What follows belongs to an exercise in optimizing a design on an open flow for small area, a short achievable clock period and few clock cycles per item; a production flow would make more cautious choices. Function was checked by simulation only, so behaviour that the tests miss may differ from the original.

## flow/design.v (module list and top-level ports; edited modules follow where they fit)
// module murmur: 39 lines
// module murmur_mul1: 847 lines
// module murmur_mul2: 566 lines
// module murmur_fa: 10 lines
// module murmur_multi: 37 lines
module murmur_multi#(
    parameter NUM_HASHER = 4
)(
    input logic clk,
    input logic resetn,
    output logic [NUM_HASHER-1:0] in_ready,
    input logic [NUM_HASHER-1:0] [63:0] in_data,
    input logic [NUM_HASHER-1:0] in_valid,
    input logic [NUM_HASHER-1:0] in_last_processed,
    input logic [NUM_HASHER-1:0] [63:0] in_serialnum,
    input logic [NUM_HASHER-1:0] out_ready,
    output logic [NUM_HASHER-1:0] [63:0] out_tuple,
    output logic [NUM_HASHER-1:0] [31:0] out_tag,
    output logic [NUM_HASHER-1:0] out_valid,
    output logic [NUM_HASHER-1:0] out_last_processed,
    output logic [NUM_HASHER-1:0] [63:0] out_serialnum
    );
  // ...
==> flow/flow/run.sh <==
#!/bin/bash
# The standard layout, with plain buf_1 cells as the port buffers (buffer_ports
# otherwise picks clkdlybuf4s50_1 delay cells). Every port is still buffered.
set -euo pipefail
export BUFFER_PORTS_ARGS="-buffer_cell sky130_fd_sc_hd__buf_1"
bash standard.sh > standard.log 2>&1
==> flow/standard.sh <==
#!/bin/bash
# synth_recipe.tcl (not shown) runs the flow's synth.tcl, then flattens the netlist and writes it again
# the make line also repeats each setting of config.mk as NAME=value (left out here)
make -C /OpenROAD-flow-scripts/flow DESIGN_CONFIG=/design/flow/config.mk WORK_HOME=/design/flow/orfs CLKGATE_MAP_FILE= SYNTH_SCRIPT=/design/flow/synth_recipe.tcl "${@:-finish}"
==> flow/config.mk <==
export PLATFORM = sky130hd
export DESIGN_NAME = murmur_multi
export DESIGN_NICKNAME = murmur_multi
export VERILOG_FILES = /design/flow/design.v
export SDC_FILE = /design/flow/constraint.sdc
export NUM_CORES = 4
export LEC_CHECK = 0
export CAP_MARGIN = 20
export CORE_MARGIN = 2
export CORE_UTILIZATION = 55
export SETUP_SLACK_MARGIN = 0.6
export SLEW_MARGIN = 20
export SYNTH_HIERARCHICAL = 1
export SYNTH_MINIMUM_KEEP_SIZE = 0
export TNS_END_PERCENT = 10
==> flow/constraint.sdc <==
create_clock -name core_clock -period 8.0 [get_ports {clk}]
set_input_delay 1.6000 -clock core_clock [delete_from_list [all_inputs] [get_ports {clk}]]
set_output_delay 1.6000 -clock core_clock [all_outputs]
set_load 0.01 [all_outputs]
==> results.toml, run 1 <==
[status]
outcome = "finished clean"

[sta]
tns_ps = 0
setup_violations = 0
fin_ws_ps = 538
relSlewSlack_pct = 26.7
rsz0062_at_grt = "yes"
worst_hold_slack_ps = 526
finalHoldViolCount = 0
slew_viol_final = 0

[min_path]
worstHoldStart = "lane[2].murmur_inst.out_valid"

[drt]
met1Wirelength_microns = 88200
first_pass_iters = 5
ant_nets = 0
post_drt_wl_per_cell_microns = 35.4

[floorplan]
num_rows = 121
fp.dieArea_sq_um = 112000
n_tap_cell = 1414

[logic_synthesis]
synth_edf_count = 644
async_reset_ff_share_pct = 0
netlist_top_cells_count = "fa_1 (1360), edfxtp_1 (644), inv_1 (448)"
yosysWarningCount = 7
syn_inst = 3924
synth_compound_area_share_pct = 4.51

[clocking]
cts_tree = "yes"
cts_setup_buffers = 192
cts_num_sinks = 648
cts_buffers = 72
cts-root-buf = "clkbuf_16"

[worst_setup_path]
required_ps = 6400
cp-startpoint = "lane[1].murmur_inst.h2_q[13]"

[cells_and_area]
final-seq-area_sq_um = 19400
drive_gt1_share_pct = 12.2
seq_cell_count = 648
clkCellAreaFrac_pct = 3.25
final_common_cell = "fa_1"
stdcell_count = 6994
nClkBuffers = 80

[global_route]
grt_overflow = 0
use_met3_pct = 36.0
grt_pass1_wl_microns = 335000

[placed_design]
dp_slack_ps = 615
Testbench counts, summed over its fixed seeds: cycles 12,008, items 48,000.
==> inputs of run 2 (changes only) <==
--- a/flow/config.mk
+++ b/flow/config.mk
@@ -12,4 +12,3 @@
 export SLEW_MARGIN = 20
 export SYNTH_HIERARCHICAL = 1
 export SYNTH_MINIMUM_KEEP_SIZE = 0
-export TNS_END_PERCENT = 10
==> results.toml, run 2 <==
[status]
outcome = "finished clean"

[logic_synthesis]
netlist_top_cells_area = "fa_1 (45%), edfxtp_1 (32%), ha_1 (5.5%)"
synth_top_family_by_area = "adder cells"
synthMuxAreaShare_pct = 0.142
synth_compound_area_share_pct = 4.51
synth_top_area_cell = "fa_1"
synth-seq-area-share_pct = 32.4
synth-simple-area-share_pct = 3.54
yosysWarningCount = 7
synth_edf_count = 644
synth-seq-cells = 648
synthesis.nets = 6074
syn_area_sq_um = 60000
async_reset_ff_share_pct = 0
synth_top_cell_area_share_pct = 45.4
netlist_top_cells_count = "fa_1 (1360), edfxtp_1 (644), inv_1 (448)"
avgSynthCellArea_sq_um = 15.3
synth_ff_type = "edfxtp_1"
synthMostInstantiatedCell = "fa_1"
yosysUniqueCellTypes = 56
synthAdderAreaFrac_pct = 50.9
synth_xor_area_share_pct = 5.38
syn_inst = 3924

[global_route]
antenna_found_initial = 59
grt_pass1_vias = 42819
grt_overflow = 0
grt_max_degree = 163
grt_pass1_wl_microns = 335000
grt.total_usage_pct = 44.8

[clocking]
cts_tree = "yes"
cts_buffers = 72
cts-root-buf = "clkbuf_16"
htreeDepth = 3
clk_latency_ps = 650
cts_num_sinks = 648
clockBufferDepth = 3
cts.clk_slew.worst_paths_ps = 60

[drt]
drt_iter0_markers = 4887
post-route-drc-count = 0
first_pass_iters = 6
ant_nets = 0
num_vias = 41487
post_drt_wl_per_cell_microns = 35.4
vias_per_cell = 5.93
routed_wl_microns = 248000

[worst_setup_path]
worstPathArrival_ps = 5780
critical_path_buf_inv_count = 4
end_kind = "output pin"
crit_chain = "buf_4, inv_2, fa_1, fa_1, fa_2, fa_1, fa_1, fa_2, ha_4, and3_4, and2_1, nor2_1, mux2_2, a311oi_2, buf_4, buf_1"
max_stage_delay_ps = 500
start_kind = "flip-flop"
crit_path_max_fanout = 4
path_common_cell = "fa_1"
cp_top_family = "adder cells"
critical_path_class = "reg -> out"
critPathSlowestCell = "edfxtp_1"
required_ps = 6400

[cells_and_area]
fin_nets = 7639
layout_common_cells = "fa_1 (1339), buf_1 (1160), edfxtp_1 (644)"
reg_top3 = "lane.murmur_inst.data_q x256, lane.murmur_inst.out_serialnum x256, lane.murmur_inst.h2_q x128"
area_delta_synth_final_pct = 20.3
final_common_cell = "fa_1"
fillers = 7921
drive_gt1_share_pct = 12.8

[floorplan]
die_h_microns = 334
fp.dieArea_sq_um = 112000
num_rows = 121
start_util_pct = 55.2
pin_count = 1178
dieWidth_microns = 334
coreArea_sq_um = 109000

[sta]
fmax_ghz = 0.136
clock_skew_ps = 0
tns_ps = 0
worst_hold_slack_ps = 526
min_period_ps = 7380
finalHoldViolCount = 0
rsz0062_at_grt = "yes"
period_share_pct = 92.2
setup_violations = 0
relSlewSlack_pct = 25.7
max_slew.worst_pin.slew_ps = 1110
slew_viol_final = 0

[placed_design]
place_congestion = 1.25
port-buffer-count = 1177
dp_hpwl_microns = 214000

[min_path]
hold_class = "reg -> reg"

[run]
drv_cap = 0
[run 2: cell counts after synthesis]
Identical to the previous run, type by type.
[run 2: layer usage]
layer  routed length [microns]  track usage [%]  vias to the layer above
met4                      9660             14.1                       38
met2                     96200             57.5                     3135
met5                      1070             8.12                        -
met1                     87200             55.6                    21661
li1                          -                -                    16163
met3                     53900             36.4                      490
[run 2: metrics by stage]
stage	area (sq um)	cells	setup slack, ps	utilization (%)
floorplan	60000	3924	1390	-
global placement	66700	6570	652	61.4
detailed placement	66700	6570	615	61.4
CTS	71100	6904	540	65.5
global route	72100	6989	503	66.4
finish	72100	6998	622	66.5
[run 2: area by class of cell]
| class | instances | area [sq um] | share of cell area (%) |
|---|---|---|---|
| Inverter | 448 | 1890 | 2.62 |
| Multi-Input combinational cell | 2792 | 39400 | 54.6 |
| Antenna cell | 38 | 95.1 | 0.132 |
| Tap cell | 1414 | 1770 | 2.45 |
| Clock inverter | 51 | 485 | 0.673 |
| Timing Repair Buffer | 1527 | 7230 | 10.0 |
| Sequential cell | 648 | 19400 | 26.9 |
| Clock buffer | 80 | 1850 | 2.57 |
[run 2: cells by family after synthesis]
kind of cell,after synthesis
multiplexers,8
flip-flops,648
buffers and inverters,484
adder cells (fa/ha/maj),1624
XOR/XNOR,368
AO/OA/AOI/OAI,388
AND/OR/NAND/NOR,404
[run 2: path summary, 6_finish.rpt]
kind	start	end	slack, ps	depth (start not counted)
setup reg to reg	lane[3].murmur_inst.out_valid	lane[3].murmur_inst.out_valid	7380	2
hold reg to reg	lane[2].murmur_inst.out_valid	lane[2].murmur_inst.out_valid	530	2
setup / recovery	lane[3].murmur_inst.h2_q[19]	out_tag[126]	620	16
hold / removal	lane[2].murmur_inst.out_valid	lane[2].murmur_inst.out_valid	530	2
[run 2: modules after synthesis, one instance, submodules excluded, a selection]
module | flops+latches | cell area (sq um)
murmur_mul1 | 0 | 1310
murmur_fa | 0 | 20.0
murmur | 162 | 5330
murmur_mul2 | 0 | 1810
[run 2: repair_timing]
item | 4_1_cts | 5_1_grt
setup endpoints to repair | 64 | 52
setup buffers | 203 | 56
hold buffers | 0 | 0
resized for setup | 113 | 128
endpoints found under the hold margin | 0 | 0
pin swaps | 8 | 38
[run 2: worst register-to-register path, delay by kind of cell, from the launching register on]
family	cells	cell delay [ps]
AND/OR/NAND/NOR	1	130
multiplexers	1	80
flip-flops	1	350
==> inputs of run 3 (changes only) <==
--- a/flow/config.mk
+++ b/flow/config.mk
@@ -7,7 +7,7 @@
 export LEC_CHECK = 0
 export CAP_MARGIN = 20
 export CORE_MARGIN = 2
-export CORE_UTILIZATION = 55
+export CORE_UTILIZATION = 58
 export SETUP_SLACK_MARGIN = 0.6
 export SLEW_MARGIN = 20
 export SYNTH_HIERARCHICAL = 1
==> results.toml, run 3 <==
[logic_synthesis]
syn_inst = 3924
async_reset_ff_share_pct = 0
synth_top_area_cell = "fa_1"
synth-seq-cells = 648
synthesis.nets = 6074
synthMostInstantiatedCell = "fa_1"
netlist_top_cells_area = "fa_1 (45%), edfxtp_1 (32%), ha_1 (5.5%)"
yosysUniqueCellTypes = 56
synth-seq-area-share_pct = 32.4
synth_edf_count = 644
synth_top_cell_area_share_pct = 45.4
avgSynthCellArea_sq_um = 15.3
yosysWarningCount = 7
syn_area_sq_um = 60000
netlist_top_cells_count = "fa_1 (1360), edfxtp_1 (644), inv_1 (448)"
synth_ff_type = "edfxtp_1"

[status]
outcome = "did not finish"
error = "[ERROR PPL-0024] Number of IO pins (1178) exceeds maximum number of available positions (1174). Increase the die perimeter from 1302.08um to 1602.08um."
haltStage = "3_2_place_iop"

[floorplan]
num_rows = 117
die_h_microns = 326
dieWidth_microns = 326
start_util_pct = 58.7
## run 3: cell counts after synthesis
Identical to the previous run, type by type.
## run 3: Yosys stat by module (local to each module, per instance), excerpt
| module | flip-flops and latches | copies in the design | cells |
|---|---|---|---|
| murmur_mul2 | 0 | 4 | 268 |
| murmur_mul1 | 0 | 4 | 170 |
| murmur | 162 | 4 | 216 |
| murmur_fa | 0 | 1308 | 1 |
## run 3: kinds of logic after synthesis
group / synth area share [%]
simple gates: 3.54
buf+inv: 3.13
compound gates: 4.51
fa+ha+maj: 50.9
xor+xnor: 5.38
mux: 0.142
flops: 32.4
==> inputs of run 4 (changes only) <==
--- a/flow/config.mk
+++ b/flow/config.mk
@@ -7,8 +7,9 @@
 export LEC_CHECK = 0
 export CAP_MARGIN = 20
 export CORE_MARGIN = 2
-export CORE_UTILIZATION = 58
-export SETUP_SLACK_MARGIN = 0.6
+export CORE_UTILIZATION = 55
+export SETUP_SLACK_MARGIN = 0.9
 export SLEW_MARGIN = 20
 export SYNTH_HIERARCHICAL = 1
 export SYNTH_MINIMUM_KEEP_SIZE = 0
+export TNS_END_PERCENT = 10
==> results.toml, run 4 <==
[cells_and_area]
fin_nets = 7674
multi_input_area_sq_um = 39900
fillers = 7776
drive_gt1_share_pct = 15.0
area_delta_synth_final_pct = 21.8
post-route-util_pct = 67.3
final-seq-area_sq_um = 19400
final_common_cell = "fa_1"
layout_common_cells = "fa_1 (1295), buf_1 (1156), edfxtp_1 (644)"
reg_top3 = "lane.murmur_inst.data_q x256, lane.murmur_inst.out_serialnum x256, lane.murmur_inst.h2_q x128"

[logic_synthesis]
netlist_top_cells_count = "fa_1 (1360), edfxtp_1 (644), inv_1 (448)"
synth-simple-area-share_pct = 3.54
syn_inst = 3924
synth-seq-area-share_pct = 32.4
async_reset_ff_share_pct = 0
syn_area_sq_um = 60000
synth_top_area_cell = "fa_1"
avgSynthCellArea_sq_um = 15.3
synth_top_cell_area_share_pct = 45.4
synthMuxAreaShare_pct = 0.142
synthAdderAreaFrac_pct = 50.9
synth_xor_area_share_pct = 5.38
synth-seq-cells = 648
synthesis.nets = 6074
synth_compound_area_share_pct = 4.51
yosysUniqueCellTypes = 56
synthMostInstantiatedCell = "fa_1"
yosysWarningCount = 7
synth_ff_type = "edfxtp_1"
synth_top_family_by_area = "adder cells"
synth_edf_count = 644
netlist_top_cells_area = "fa_1 (45%), edfxtp_1 (32%), ha_1 (5.5%)"

[global_route]
grt.total_usage_pct = 45.1
grt_max_degree = 163
antenna_found_initial = 57
grt_pass1_wl_microns = 338000
grt_pass1_vias = 43282
grt_overflow = 0

[placed_design]
dp_slack_ps = 615
dp_hpwl_microns = 214000
port-buffer-count = 1177
place_congestion = 1.25

[clocking]
clockBufferDepth = 3
htreeDepth = 3
cts_num_sinks = 648
cts_buffers = 72
cts.clk_slew.worst_paths_ps = 60
cts_tree = "yes"
clk_latency_ps = 660
cts-root-buf = "clkbuf_16"
hold_buffers = 0

[worst_setup_path]
crit_chain = "clkinvlp_4, fa_1, fa_2, fa_1, fa_1, fa_1, ha_4, and3_1, and2_2, a221oi_4, nand2_2, a311oi_4, xor2_1, buf_4, buf_6"
path_common_cell = "fa_1"
rrSetupSlack_ps = 7380
crit_path_max_fanout = 6
start_kind = "flip-flop"
r2r-start = "lane[3].murmur_inst.out_valid"
critPathSlowestCell = "fa_1"
required_ps = 6400
critical_path_buf_inv_count = 3
reg2reg_depth = 2
cp-startpoint = "lane[1].murmur_inst.h2_q[13]"
max_stage_delay_ps = 530
cp_top_family = "adder cells"
worstPathArrival_ps = 5680
critPathCapture = "out_tag[46]"
path_depth = 15
r2r-end = "lane[3].murmur_inst.out_valid"
end_kind = "output pin"
critical_path_class = "reg -> out"

[drt]
drt_iter0_markers = 4679
routed_wl_microns = 250000
post_drt_wl_per_cell_microns = 35.4
vias_per_cell = 5.93
ant_nets = 0
num_vias = 41767
post-route-drc-count = 0
first_pass_iters = 6

[sta]
clock_skew_ps = 0
relSlewSlack_pct = 24.8
min_period_ps = 7280
max_slew.worst_pin.slew_ps = 1130
slew_viol_final = 0
fin_ws_ps = 717
worst_hold_slack_ps = 527
finalHoldViolCount = 0
period_share_pct = 91.0
setup_violations = 0
tns_ps = 0
fmax_ghz = 0.137
rsz0062_at_grt = "yes"

[floorplan]
pin_count = 1178
fp.dieArea_sq_um = 112000
start_util_pct = 55.2
num_rows = 121
dieWidth_microns = 334
die_h_microns = 334
coreArea_sq_um = 109000

[status]
outcome = "finished clean"

[min_path]
hold_class = "reg -> reg"
worstHoldStart = "lane[2].murmur_inst.out_valid"

[run]
drv_cap = 0
[run 4: cell counts after synthesis]
No cell type changed its count.
[run 4: cell families after synthesis]
| family | Yosys count |
|---|---|
| AO/OA/AOI/OAI | 388 |
| XOR/XNOR | 368 |
| adder cells (fa/ha/maj) | 1624 |
| buffers and inverters | 484 |
| flip-flops | 648 |
| multiplexers | 8 |
| AND/OR/NAND/NOR | 404 |
[run 4: how the worst min path moves through the flow]
stage,to,slack [ps],depth (start not counted)
finish,lane[2].murmur_inst.out_valid,530,2
global route,lane[1].murmur_inst.out_valid,550,2
CTS,lane[0].murmur_inst.out_valid,530,2
detailed placement,lane[0].murmur_inst.out_valid,510,2
global placement,lane[1].murmur_inst.out_valid,500,2
floorplan,lane[0].murmur_inst.out_valid,540,2
[run 4: per-module statistics from Yosys, one instance, submodules excluded, a selection]
module | cells inside | flops+latches
murmur_fa | 1 | 0
murmur_mul2 | 268 | 0
murmur_mul1 | 170 | 0
murmur | 216 | 162
[run 4: worst register-to-register path: stages, from the launching register on]
cell	delay (ps)
dfxtp_1	350
mux2i_1	80
nor2b_1	130
[run 4: routing by layer]
metal,vias up,share of wire (%),global-route usage [%],routed length (microns)
met4,36,3.8,13.7,9530
met3,529,21,35.9,53000
met2,3329,39,58.4,97900
met5,-,0.47,7.56,1170
li1,16233,-,-,-
met1,21640,35,56.4,88100
[run 4: repair_timing]
| action | in CTS | in global routing |
|---|---|---|
| pin swaps | 60 | 54 |
| endpoints found under the setup margin | 98 | 85 |
| gates resized for setup | 265 | 104 |
| setup buffers | 254 | 40 |
[run 4: cell type report]
| cell class | count | area share [%] |
|---|---|---|
| multi-input combinational | 2792 | 54.6 |
| sequential | 648 | 26.6 |
| timing repair buffer | 1562 | 10.4 |
| inverter | 448 | 2.59 |
| clock buffer | 80 | 2.54 |
| tap | 1414 | 2.42 |
| clock inverter | 51 | 0.665 |
| antenna | 50 | 0.171 |
[run 4: per-stage QoR]
| stage | instance area, sq um | cells |
|---|---|---|
| 2_1_floorplan | 60000 | 3924 |
| 3_3_place_gp | 66700 | 6570 |
| 3_5_place_dp | 66700 | 6570 |
| 4_1_cts | 72200 | 6955 |
| 5_1_grt | 73000 | 7025 |
| 6_report | 73000 | 7045 |

## afterwards: timing with drivers on the ports
How much do the figures lean on ideal ports? The routed layouts below were timed once more, with nothing changed but the port constraints.
Step 1 (the two cells are an assumption about what drives the block):
set clk [get_ports {clk}]
set_driving_cell -lib_cell sky130_fd_sc_hd__clkbuf_16 $clk
set_driving_cell -lib_cell sky130_fd_sc_hd__buf_2 [delete_from_list [all_inputs] $clk]
Step 2 moves the port delays by t, midway between the first and last clock arrival at a register: inputs arrive t later, outputs are due t later. That takes back most of the time a late clock gives input paths.
Slacks: no drivers / after step 1 / after step 2; pairs: no drivers / after step 1.
run	t (ns)	setup WS [ns]	hold slack, ns	worst setup path at the end	slew at the worst register clock pin (ns)
run 1	0.736	0.538 / 0.452 / 0.690	0.526 / 0.526 / 0.526	input to register	0.07 / 0.07
run 2	0.730	0.622 / 0.535 / 0.704	0.526 / 0.526 / 0.526	input to register	0.07 / 0.07
run 4	0.740	0.717 / 0.630 / 0.667	0.527 / 0.527 / 0.527	input to register	0.07 / 0.07
After both steps every run listed still meets setup and hold. The setup slack of run 4, which loses most, moves by -0.087 ns with the drivers and by -0.050 ns with both steps.
